Source: an optimization exercise on an open RTL-to-GDS flow (aim: small area and a short achievable clock period). Production flows keep margins and buffers that such runs may drop.
Where RTL was checked, it was by simulation tests only, not by an equivalence proof against the original.
No driver is modelled on the clock port, so clocking that relies on it looks cheaper here than on a real chip.

// Vedic
module Vedic(
  input             clk,
  input             rst,
  input      [31:0] A_5,
  input      [31:0] B_5,
  output reg [63:0] Q_REG
);
Settings: LEC_CHECK=0, CAP_MARGIN=20, CORE_MARGIN=2, CORE_UTILIZATION=40, SLEW_MARGIN=20, SYNTH_HIERARCHICAL=1, SYNTH_MINIMUM_KEEP_SIZE=0; clock period 14.0 ns.
standard.sh (not shown) runs the stock make flow with config.mk's settings and CLKGATE_MAP_FILE= SYNTH_SCRIPT=/design/flow/synth_recipe.tcl, a recipe that flattens the netlist after the stock synthesis.
==> flow/flow/run.sh <==
#!/bin/bash
# The standard layout (standard.sh, unchanged synthesis) with these changes:
#  - the port buffers are buf_1 (ORFS picks a larger delay buffer by default);
#  - after floorplan, ABC's buffers are removed and every combinational cell
#    is set to its smallest size (flow/downsize.tcl);
#  - CTS's setup repair runs after that skew (in flow/skew.tcl), and it and
#    the later repairs aim at 8.75 ns of setup slack on the 14 ns clock,
#    working on the worst paths (TNS_END_PERCENT=10), so they size up only
#    the cells that the critical paths need; the hold repair fixes the short
#    paths into Q_REG that the skew leaves too fast, with 0.1 ns to spare.
# The make output goes to make_finish.log; each ORFS step keeps its own log
# under orfs/logs.
set -euo pipefail
HERE=$(pwd)
export SKEW_CELLS="dlygate4sd3_1 dlygate4sd3_1"
bash standard.sh \
  "BUFFER_PORTS_ARGS=-buffer_cell sky130_fd_sc_hd__buf_1" \
  REMOVE_ABC_BUFFERS=1 \
  POST_FLOORPLAN_TCL=$HERE/flow/downsize.tcl \
  POST_CTS_TCL=$HERE/flow/skew.tcl \
  SETUP_SLACK_MARGIN=8.75 TNS_END_PERCENT=10 HOLD_SLACK_MARGIN=0.1 SKIP_CTS_REPAIR_TIMING=1 \
  finish > make_finish.log 2>&1
Other scripts of this flow, unchanged in this note and not shown: flow/flow/downsize.tcl, flow/flow/skew.tcl
Edit:
--- a/flow/flow/run.sh
+++ b/flow/flow/run.sh
@@ -6,5 +6,5 @@
 #  - CTS's setup repair runs after that skew (in flow/skew.tcl), and it and
 #    the later repairs aim at 8.75 ns of setup slack on the 14 ns clock,
-#    working on the worst paths (TNS_END_PERCENT=10), so they size up only
+#    working on the worst paths (TNS_END_PERCENT=0), so they size up only
 #    the cells that the critical paths need; the hold repair fixes the short
 #    paths into Q_REG that the skew leaves too fast, with 0.1 ns to spare.
@@ -19,4 +19,4 @@
   POST_FLOORPLAN_TCL=$HERE/flow/downsize.tcl \
   POST_CTS_TCL=$HERE/flow/skew.tcl \
-  SETUP_SLACK_MARGIN=8.75 TNS_END_PERCENT=10 HOLD_SLACK_MARGIN=0.1 SKIP_CTS_REPAIR_TIMING=1 \
+  SETUP_SLACK_MARGIN=8.75 TNS_END_PERCENT=0 HOLD_SLACK_MARGIN=0.1 SKIP_CTS_REPAIR_TIMING=1 \
   finish > make_finish.log 2>&1
Hold slack is about the same.
Setup slack degrades by 0.14 ns.
Global-route usage is unchanged.
Wire length hardly moves.
Cell area barely changes.
No functional check of the RTL was part of any run of this note.

---

Another version of the RTL of Vedic (not shown whole).
For scale: about 2700 cells after synthesis, about 130 flip-flops, about 130 I/O pins, ~29000 sq um of cells after synthesis.
export LEC_CHECK = 0
export CAP_MARGIN = 20
export CORE_MARGIN = 2
export CORE_UTILIZATION = 40
export SLEW_MARGIN = 20
export SYNTH_HIERARCHICAL = 1
export SYNTH_MINIMUM_KEEP_SIZE = 0
create_clock -name core_clock -period 14.0 [get_ports {clk}]
==> flow/flow/run.sh <==
#!/bin/bash
# Standard ORFS layout (the standard.sh); the port buffers are buf_1, and
# the resizer's setup repair aims at 8.5 ns of slack on the 14 ns clock,
# working on the worst paths only (TNS_END_PERCENT=0).
set -euo pipefail
bash standard.sh "BUFFER_PORTS_ARGS=-buffer_cell sky130_fd_sc_hd__buf_1" SETUP_SLACK_MARGIN=8.5 TNS_END_PERCENT=0 finish > make_finish.log 2>&1
The first run produced a clean layout.
Next try:
==> flow/flow/run.sh (replaced) <==
#!/bin/bash
# Standard ORFS layout (the standard.sh); the port buffers are buf_1.
set -euo pipefail
bash standard.sh "BUFFER_PORTS_ARGS=-buffer_cell sky130_fd_sc_hd__buf_1" finish > make_finish.log 2>&1
After rerunning:
- design area goes down by 13%
- via count falls by 10%
Next try:
==> flow/run.sh (new file) <==
#!/bin/bash
# synth_recipe.tcl (not shown) runs the flow's synth.tcl, then flattens the netlist and writes it again
# the make line also repeats each setting of config.mk as NAME=value (left out here)
make -C /OpenROAD-flow-scripts/flow DESIGN_CONFIG=/design/flow/config.mk WORK_HOME=/design/flow/orfs CLKGATE_MAP_FILE= SYNTH_SCRIPT=/design/flow/synth_recipe.tcl finish
removed: flow/flow/run.sh
removed: flow/standard.sh
What happened: Die area stays the same; critical path depth went down by 2; register-to-register slack loses 0.03 ns; routed wire length went up by 1.7%; worst hold slack hardly moves.
Next try:
==> flow/flow/run.sh (new file) <==
#!/bin/bash
# Standard ORFS layout (the standard.sh); the port buffers are buf_1, and
# the resizer's setup repair aims at 7.5 ns of slack on the 14 ns clock,
# working on the worst paths only (TNS_END_PERCENT=0).
set -euo pipefail
bash standard.sh "BUFFER_PORTS_ARGS=-buffer_cell sky130_fd_sc_hd__buf_1" SETUP_SLACK_MARGIN=7.5 TNS_END_PERCENT=0 finish > make_finish.log 2>&1
==> flow/standard.sh (new file) <==
#!/bin/bash
# synth_recipe.tcl (not shown) runs the flow's synth.tcl, then flattens the netlist and writes it again
# the make line also repeats each setting of config.mk as NAME=value (left out here)
make -C /OpenROAD-flow-scripts/flow DESIGN_CONFIG=/design/flow/config.mk WORK_HOME=/design/flow/orfs CLKGATE_MAP_FILE= SYNTH_SCRIPT=/design/flow/synth_recipe.tcl "${@:-finish}"
removed: flow/run.sh
Effect: The changed run completed with no timing, DRC or antenna violations. Routed wire length rose by about 12%. Via count rose by about 7%. Count of clock-buffer cells in the layout rose by 1. Final cell count rose by 4.4%. Global-route usage rose by 3.0 points. Die area is unchanged. Setup slack improves by 1.3 ns. Sequential share of layout area fell by 0.47 points. Maximum frequency rose by 19%.
No run of this note included a check of the RTL's function; only the layout flow was run.

---

Setup of job 101:
Another version of the RTL of Vedic (not shown whole).
Size: about 2800 cells after synthesis, roughly 130 flip-flops.
clock: 14.0 ns
lec_check: 0
cap_margin: 20
core_margin: 2
core_utilization: 40
slew_margin: 20
synth_hierarchical: 1
synth_minimum_keep_size: 0
==> flow/flow/run.sh <==
#!/bin/bash
# Standard ORFS layout (the standard.sh), with the resizer's setup
# repair aiming at a slack margin of 8 ns below the 14 ns clock.
set -euo pipefail
bash standard.sh SETUP_SLACK_MARGIN=8 finish > make_finish.log 2>&1
Inputs modified between job 101 and job 102:
==> flow/flow/run.sh <==
#!/bin/bash
# Standard ORFS layout (the standard.sh), with the resizer's setup
# repair aiming at a slack margin of 7 ns below the 14 ns clock.
set -euo pipefail
bash standard.sh SETUP_SLACK_MARGIN=7 finish > make_finish.log 2>&1
In the reports for job 102 and job 101, the smaller fmax belongs to job 102. Compare job 102 and job 101 | wire length reported by the detailed router lower: job 102. Relative to job 101, the first-pass GRT wire length measured on job 102 has decreased by more than 10%. [compare] base=job 101 new=job 102: hold slack up 0.019 ns. The lower proportion of layout cells with a drive suffix above 1 of job 102 and job 101 is in job 102. Taking job 101 as the reference point, the sequential share of layout area of job 102 rises by 0.55 points. The worst-case setup margin in the final layout of job 102 falls short of that of job 101 by 0.17 ns.
## Diff of input files: job 103 against job 102
==> flow/run.sh (new file) <==
#!/bin/bash
# synth_recipe.tcl (not shown) runs the flow's synth.tcl, then flattens the netlist and writes it again
# the make line also repeats each setting of config.mk as NAME=value (left out here)
make -C /OpenROAD-flow-scripts/flow DESIGN_CONFIG=/design/flow/config.mk WORK_HOME=/design/flow/orfs CLKGATE_MAP_FILE= SYNTH_SCRIPT=/design/flow/synth_recipe.tcl finish
removed: flow/flow/run.sh
removed: flow/standard.sh
The maximum clock frequency of job 103 was inferior to that of job 102. On sequential share of layout area: between job 102 and job 103, it ends up higher for job 103. The timing endpoint of the critical path comes out Q_REG[52] in one run and Q_REG[46] in the other, namely in job 102 and job 103 respectively. On first-pass GRT wire length, job 103 does better than job 102. Job 102 has a lower period utilization than job 103. Job 103 vs. job 102: global-route usage -0.96 points. Run comparison: job 102 slowest cell on the critical path sky130_fd_sc_hd__fa_1; job 103 slowest cell on the critical path sky130_fd_sc_hd__dfrtp_2.
Function was not checked in any run of this note: the RTL went through the layout flow alone.

---

Vedic, a different RTL version from the one above (not shown whole).
Size: roughly 2200 cells after synthesis, roughly 130 flip-flops, roughly 28000 sq um of cells after synthesis.
==> flow/config.mk <==
export PLATFORM = sky130hd
export DESIGN_NAME = Vedic
export DESIGN_NICKNAME = Vedic
export VERILOG_FILES = /design/flow/design.v
export SDC_FILE = /design/flow/constraint.sdc
export NUM_CORES = 4
export LEC_CHECK = 0
export CAP_MARGIN = 20
export CORE_MARGIN = 2
export CORE_UTILIZATION = 40
export SLEW_MARGIN = 20
export SYNTH_HIERARCHICAL = 1
export SYNTH_MINIMUM_KEEP_SIZE = 0
==> flow/constraint.sdc <==
create_clock -name core_clock -period 14.0 [get_ports {clk}]
set_input_delay 2.8000 -clock core_clock [delete_from_list [all_inputs] [get_ports {clk}]]
set_output_delay 2.8000 -clock core_clock [all_outputs]
set_load 0.01 [all_outputs]
==> flow/flow/run.sh <==
#!/bin/bash
# The standard layout (standard.sh, unchanged synthesis) with these changes:
#  - the port buffers are buf_1 (ORFS picks a larger delay buffer by default);
#  - after floorplan, ABC's buffers are removed and every combinational cell
#    is set to its smallest size (flow/downsize.tcl);
#  - CTS's setup repair runs after that skew (in flow/skew.tcl), and it and
#    the later repairs aim at 8.6 ns of setup slack on the 14 ns clock,
#    working on the worst paths (TNS_END_PERCENT=0), so they size up only
#    the cells that the critical paths need; the hold repair fixes the short
#    paths into Q_REG that the skew leaves too fast, with 0.15 ns to spare.
# The make output goes to make_finish.log; each ORFS step keeps its own log
# under orfs/logs.
set -euo pipefail
HERE=$(pwd)
export SKEW_CELLS="dlygate4sd3_1 dlygate4sd3_1 clkdlybuf4s25_1"
bash standard.sh \
  "BUFFER_PORTS_ARGS=-buffer_cell sky130_fd_sc_hd__buf_1" \
  REMOVE_ABC_BUFFERS=1 \
  POST_FLOORPLAN_TCL=$HERE/flow/downsize.tcl \
  POST_CTS_TCL=$HERE/flow/skew.tcl \
  SETUP_SLACK_MARGIN=8.6 TNS_END_PERCENT=0 HOLD_SLACK_MARGIN=0.15 SKIP_CTS_REPAIR_TIMING=1 \
  finish > make_finish.log 2>&1
==> flow/flow/skew.tcl <==
set skew_cells [expr { [info exists ::env(SKEW_CELLS)] ? $::env(SKEW_CELLS) : "dlygate4sd3_1 dlygate4sd3_1 clkdlybuf4s25_1" }]
set skew_n [llength $skew_cells]
set skew_buf sky130_fd_sc_hd__clkbuf_4
set block [ord::get_db_block]
set groups [dict create]
foreach inst [$block getInsts] {
  if { ![string match "Q_REG*" [$inst getName]] } { continue }
  set it [$inst findITerm CLK]
  set net [$it getNet]
  dict lappend groups [$net getName] $inst
}
set k 0
dict for {netname insts} $groups {
  # centroid of the group
  set sx 0; set sy 0
  set pins {}
  foreach inst $insts {
    set bb [$inst getBBox]
    set sx [expr { $sx + ([$bb xMin] + [$bb xMax]) / 2 }]
    set sy [expr { $sy + ([$bb yMin] + [$bb yMax]) / 2 }]
    lappend pins [get_pins -of_objects [get_cells [$inst getName]] -filter "name == CLK"]
  }
  set n [llength $insts]
  set dbu [$block getDbUnitsPerMicron]
  set cx [expr { double($sx) / $n / $dbu }]
  set cy [expr { double($sy) / $n / $dbu }]
  set b [insert_buffer -buffer_cell $skew_buf -net [get_nets $netname] -load_pins $pins \
           -location [list $cx $cy] -buffer_name skewbuf_$k -net_name skewnet_${k}_0]
  set load [get_pins [get_full_name $b]/A]
  for {set i 1} {$i <= $skew_n} {incr i} {
    set d [insert_buffer -buffer_cell sky130_fd_sc_hd__[lindex $skew_cells [expr { $i - 1 }]] -net [get_nets $netname] -load_pins $load \
             -location [list $cx $cy] -buffer_name skewdly_${k}_$i -net_name skewnet_${k}_$i]
    set load [get_pins [get_full_name $d]/A]
  }
  incr k
}
puts "skew: delayed the clock of [dict size $groups] Q_REG groups by $skew_cells"
foreach net [$block getNets] {
  if { [string match "skewnet_*" [$net getName]] } { $net setSigType CLOCK }
}
detailed_placement
estimate_parasitics -placement

# With SKIP_CTS_REPAIR_TIMING set, the setup repair that CTS would have run
# before this hook runs here instead, after the skew, so that it sees the
# clock the layout will have.
if { [info exists ::env(SKIP_CTS_REPAIR_TIMING)] && $::env(SKIP_CTS_REPAIR_TIMING) } {
  repair_timing_helper -setup
  detailed_placement
  check_placement -verbose
  estimate_parasitics -placement
}
Other scripts of this flow, unchanged in this note and not shown: flow/flow/downsize.tcl
==> next run, changes <==
==> flow/flow/run.sh (replaced) <==
#!/bin/bash
set -euo pipefail
HERE=$(pwd)
export SKEW_CELLS="dlygate4sd3_1 dlygate4sd3_1 clkdlybuf4s25_1"
bash standard.sh \
  "BUFFER_PORTS_ARGS=-buffer_cell sky130_fd_sc_hd__buf_1" \
  REMOVE_ABC_BUFFERS=1 \
  POST_FLOORPLAN_TCL=$HERE/flow/downsize.tcl \
  POST_CTS_TCL=$HERE/flow/skew.tcl \
  SETUP_SLACK_MARGIN=8.7 TNS_END_PERCENT=0 HOLD_SLACK_MARGIN=0.15 \
  finish > make_finish.log 2>&1
--- a/flow/flow/skew.tcl
+++ b/flow/flow/skew.tcl
@@ -42,11 +42 @@
 estimate_parasitics -placement
-
-# With SKIP_CTS_REPAIR_TIMING set, the setup repair that CTS would have run
-# before this hook runs here instead, after the skew, so that it sees the
-# clock the layout will have.
-if { [info exists ::env(SKIP_CTS_REPAIR_TIMING)] && $::env(SKIP_CTS_REPAIR_TIMING) } {
-  repair_timing_helper -setup
-  detailed_placement
-  check_placement -verbose
-  estimate_parasitics -placement
-}
Flip-flop and latch count is unchanged.
Synthesized cell count stays the same.
Routed wire length climbs by about 5%.
Design area climbs by 3.9%.
First-iteration DRC count climbs by about 24%.
Global-route usage climbs by 1.9 points.
Synthesized area stays the same.

==> separate check: timing with driven ports <==
How much do the figures lean on ideal ports? The routed layouts below were timed once more, with nothing changed but the port constraints. Step 1 sets driving cells, clkbuf_16 on the clock port and buf_2 on the other inputs (assumed; they add their load-dependent delay and slew). Step 2, shift: input delay + t, output delay - t, t = (earliest + latest rising clock arrival at the registers) / 2. This alone moves slack from input paths to output paths. a / b / c = ideal ports / drivers / drivers and shift; a / b = the first two.
| run | shift t [ns] | setup WS [ns] | clock arrival spread, ns |
|---|---|---|---|
| the first run of note 1 | 1.330 | 8.569 / 8.502 / 8.582 | 1.564 / 1.564 |
| the second run of note 1 | 1.335 | 8.425 / 8.425 / 8.425 | 1.574 / 1.573 |
| the first run of note 2 | 0.562 | 7.228 / 7.228 / 7.228 | 0.026 / 0.026 |
| the second run of note 2 | 0.574 | 5.945 / 5.945 / 5.945 | 0.030 / 0.031 |
| the third run of note 2 | 0.572 | 5.915 / 5.915 / 5.915 | 0.027 / 0.027 |
| the fourth run of note 2 | 0.577 | 7.208 / 7.208 / 7.208 | 0.031 / 0.031 |
| job 101 | 0.570 | 7.174 / 7.174 / 7.174 | 0.027 / 0.027 |
| job 102 | 0.561 | 7.007 / 7.007 / 7.007 | 0.028 / 0.028 |
| job 103 | 0.555 | 5.895 / 5.895 / 5.895 | 0.027 / 0.026 |
| the first run of note 4 | 1.310 | 8.556 / 8.521 / 8.556 | 1.548 / 1.549 |
| the second run of note 4 | 1.315 | 8.570 / 8.535 / 8.570 | 1.548 / 1.548 |
In the first run of note 1, the second run of note 1, the first run of note 4 and the second run of note 4 the clock reaches the registers at very different times; t lies between them, and the last value is a rough guide only.
